Source: an optimization exercise on an open RTL-to-GDS flow (aim: small area). Production flows keep margins and buffers that such runs may drop. Only simulation tests tie the RTL to the original design; equivalence was not proved. No activity file was given, so power comes from the tool's default toggle rates.

## avalonBus
module avalonBus
(
	input wire clk,
	input wire n_rst,
	input wire slave_read,
	input wire slave_write,
	input wire [31:0] slave_writedata,
	input wire [31:0] slave_addr,
	output reg [31:0] slave_readdata,
	input wire [31:0] master_readdata,
	output reg master_read,
	output reg master_write,
	output reg [31:0] master_addr,
	output reg [31:0] master_writedata,
	output reg sobel_complete
);
==> flow/config.mk <==
export PLATFORM = sky130hd
export DESIGN_NAME = avalonBus
export DESIGN_NICKNAME = avalonBus
export VERILOG_FILES = /design/flow/design.v
export SDC_FILE = /design/flow/constraint.sdc
export NUM_CORES = 4
export LEC_CHECK = 0
export CAP_MARGIN = 20
export CORE_MARGIN = 2
export CORE_UTILIZATION = 40
export PLACE_DENSITY = 0.6
export SLEW_MARGIN = 20
==> flow/constraint.sdc <==
create_clock -name core_clock -period 12.0 [get_ports {clk}]
set_input_delay 2.4000 -clock core_clock [delete_from_list [all_inputs] [get_ports {clk}]]
set_output_delay 2.4000 -clock core_clock [all_outputs]
set_load 0.01 [all_outputs]
standard.sh (not shown) runs the stock make flow with config.mk's settings and CLKGATE_MAP_FILE= SYNTH_SCRIPT=/design/flow/synth_recipe.tcl, a recipe that flattens the netlist after the stock synthesis.
==> flow/flow/run.sh <==
#!/bin/bash
set -euo pipefail
bash standard.sh "BUFFER_PORTS_ARGS=-buffer_cell sky130_fd_sc_hd__buf_1" \
  "CTS_ARGS=-sink_clustering_enable -repair_clock_nets -dont_use_dummy_load -buf_list sky130_fd_sc_hd__clkbuf_2 -sink_clustering_size 6 -sink_clustering_max_diameter 25" \
  finish > standard_flow.log 2>&1
The first run passed the timing, DRC and antenna checks.
Rerun with:
==> flow/flow/run.sh (replaced) <==
#!/bin/bash
# Standard layout, with the port buffers made from the smallest buffer cell
# and a clock tree of clkbuf_4 in small clusters without dummy loads.
set -euo pipefail
bash standard.sh "BUFFER_PORTS_ARGS=-buffer_cell sky130_fd_sc_hd__buf_1" \
  "CTS_ARGS=-sink_clustering_enable -repair_clock_nets -dont_use_dummy_load -buf_list sky130_fd_sc_hd__clkbuf_4 -sink_clustering_size 8 -sink_clustering_max_diameter 30" \
  finish > standard_flow.log 2>&1
Effect: The new run produced a clean layout. Total power rose by 2.0%. Final area rose by about 0.3%. Area after synthesis is unchanged. Synthesized cell count does not change. Setup slack got worse by 0.020 ns. Clock power rose by about 6.5%. Wire length fell by 0.93%. Utilization rose by 0.14 points. Global-route usage fell by 0.28 points.
Rerun with:
==> flow/flow/run.sh (replaced) <==
#!/bin/bash
set -euo pipefail
bash standard.sh "BUFFER_PORTS_ARGS=-buffer_cell sky130_fd_sc_hd__buf_1" \
  "CTS_ARGS=-sink_clustering_enable -repair_clock_nets -dont_use_dummy_load -buf_list sky130_fd_sc_hd__clkbuf_4 -sink_clustering_size 10 -sink_clustering_max_diameter 40" \
  finish > standard_flow.log 2>&1
CAP_MARGIN = 0   (was 20)
SLEW_MARGIN = 0   (was 20)
Result:
- The changed run produced a clean layout
- wire length stays flat
- power drops by a few percent
- first-iteration DRC count climbs by roughly a tenth
- hold slack degrades by 0.014 ns
- global-route usage hardly moves
- maximum frequency is about the same
- synthesized cell count does not change
- via count drops slightly
- area after synthesis does not change
- clock skew hardly moves

========
run A:
avalonBus, a different RTL version from the one above (not shown whole).
Size in the first run: roughly 480 flip-flops, about 200 I/O pins, roughly 25000 um^2 of cells after synthesis.
export LEC_CHECK = 0
export CAP_MARGIN = 0
export CORE_MARGIN = 2
export CORE_UTILIZATION = 55
export PLACE_DENSITY = 0.75
export SLEW_MARGIN = 0
create_clock -name core_clock -period 12.0 [get_ports {clk}]
==> flow/flow/run.sh <==
#!/bin/bash
# The standard layout (standard.sh, standard synthesis unchanged), with:
#  - port buffers made from the smallest buffer cell (buf_1);
#  - a clock tree of clkbuf_4 in clusters of at most 10 sinks, without dummy loads;
#  - the synthesized tie cell kept as one cell (no per-load tie cells).
# make's full output goes to standard_flow.log; ORFS keeps each step's log under orfs/logs.
set -euo pipefail
bash standard.sh "BUFFER_PORTS_ARGS=-buffer_cell sky130_fd_sc_hd__buf_1" \
  "CTS_ARGS=-sink_clustering_enable -repair_clock_nets -dont_use_dummy_load -buf_list sky130_fd_sc_hd__clkbuf_4 -sink_clustering_size 10 -sink_clustering_max_diameter 40" \
  SKIP_REPAIR_TIE_FANOUT=1 finish > standard_flow.log 2>&1
Modified inputs, run B compared to run A
-- flow/flow/run.sh --
<<< run A, line 7
set -euo pipefail
bash standard.sh "BUFFER_PORTS_ARGS=-buffer_cell sky130_fd_sc_hd__buf_1" \
  "CTS_ARGS=-sink_clustering_enable -repair_clock_nets -dont_use_dummy_load -buf_list sky130_fd_sc_hd__clkbuf_4 -sink_clustering_size 10 -sink_clustering_max_diameter 40" \
  SKIP_REPAIR_TIE_FANOUT=1 finish > standard_flow.log 2>&1
>>> run B, line 7
set -euo pipefail
bash standard.sh "BUFFER_PORTS_ARGS=-buffer_cell sky130_fd_sc_hd__buf_1" \
  "CTS_ARGS=-sink_clustering_enable -repair_clock_nets -dont_use_dummy_load -buf_list sky130_fd_sc_hd__clkbuf_8 -sink_clustering_size 20 -sink_clustering_max_diameter 40" \
  SKIP_REPAIR_TIE_FANOUT=1 finish > standard_flow.log 2>&1
-- flow/config.mk --
<<< run A, line 8
export CAP_MARGIN = 0
export CORE_MARGIN = 2
export CORE_UTILIZATION = 55
export PLACE_DENSITY = 0.75
export SLEW_MARGIN = 0
>>> run B, line 8
export CAP_MARGIN = 0
export CORE_MARGIN = 2
export CORE_UTILIZATION = 65
export PLACE_DENSITY = 0.85
export SLEW_MARGIN = 0
Results
Looking at synthesis-to-layout area growth, run B sits 0.45 points higher than run A does. Taking run A as 1.0, run B lands at 0.910 on placement row count. Diff run A -> run B: area fraction of clock buffers and clock inverters now larger; number of fill cells fell 1086. For highest achievable clock rate, run B and run A come out practically identical. Run B vs. run A: global-route usage went up by 4.8 points. Looking at number of cells after detailed placement, run B sits below run A. Run B vs. run A: post-route total power picked up an extra about 6%; setup slack -0.0075 ns; clock group share of total power climbed 3.9 points. When run B is measured against run A, its non-clock buffer total of the final layout turns out about 2.8% lower.
Relative to run B, the following input files were edited for run C:
-- flow/flow/run.sh --
<<< run B, line 7
set -euo pipefail
bash standard.sh "BUFFER_PORTS_ARGS=-buffer_cell sky130_fd_sc_hd__buf_1" \
  "CTS_ARGS=-sink_clustering_enable -repair_clock_nets -dont_use_dummy_load -buf_list sky130_fd_sc_hd__clkbuf_8 -sink_clustering_size 20 -sink_clustering_max_diameter 40" \
  SKIP_REPAIR_TIE_FANOUT=1 finish > standard_flow.log 2>&1
>>> run C, line 7
set -euo pipefail
bash standard.sh "BUFFER_PORTS_ARGS=-buffer_cell sky130_fd_sc_hd__buf_1" \
  "CTS_ARGS=-sink_clustering_enable -repair_clock_nets -dont_use_dummy_load -buf_list sky130_fd_sc_hd__clkbuf_4 -sink_clustering_size 12 -sink_clustering_max_diameter 35" \
  SKIP_REPAIR_TIE_FANOUT=1 finish > standard_flow.log 2>&1
-- flow/config.mk --
<<< run B, line 8
export CAP_MARGIN = 0
export CORE_MARGIN = 2
export CORE_UTILIZATION = 65
export PLACE_DENSITY = 0.85
export SLEW_MARGIN = 0
>>> run C, line 8
export CAP_MARGIN = 0
export CORE_MARGIN = 2
export CORE_UTILIZATION = 55
export PLACE_DENSITY = 0.75
export SLEW_MARGIN = 0
Notes after the runs:
- The flow did not stop early for run C: all stages ran, and the layout cleared the timing, DRC and antenna checks.
- Changes observed in run C relative to run B: via count moved down, routed wire length moved down, number of buffers inserted during clock tree synthesis moved up.
- Note that the die boundary height recorded for run B amounts to 0.921 times the value seen in run C.
- Switching share of total power: run C vs run B up 0.72 points

afterwards: timing with drivers on the ports:
In the flow no input, the clock included, has a driving cell. The finished layouts below were timed again as built, in two steps. Step 1 sets driving cells, clkbuf_16 on the clock port and buf_2 on the other inputs (assumed; they add their load-dependent delay and slew). Step 2 moves the port delays by t, midway between the first and last clock arrival at a register: inputs arrive t later, outputs are due t later. That takes back most of the time a late clock gives input paths. a / b / c = ideal / step 1 / step 2; a / b = the first two.
run | t, ns | setup WS [ns] | clock arrival spread, ns | slew at the worst register clock pin (ns) | worst data-port slew with drivers (ns)
the first run of note 1 | 1.248 | 0.600 / 0.600 / 0.600 | 0.203 / 0.202 | 0.11 / 0.11 | 0.08
the second run of note 1 | 0.863 | 0.580 / 0.580 / 0.580 | 0.125 / 0.125 | 0.09 / 0.09 | 0.09
the third run of note 1 | 0.852 | 0.586 / 0.586 / 0.586 | 0.123 / 0.122 | 0.11 / 0.11 | 0.08
run A | 0.829 | 0.216 / 0.216 / 0.216 | 0.123 / 0.123 | 0.11 / 0.11 | 0.08
run B | 0.683 | 0.209 / 0.209 / 0.209 | 0.112 / 0.112 | 0.11 / 0.11 | 0.06
run C | 0.844 | 0.171 / 0.171 / 0.171 | 0.138 / 0.139 | 0.12 / 0.12 | 0.07
After both steps every run listed still meets setup and hold.
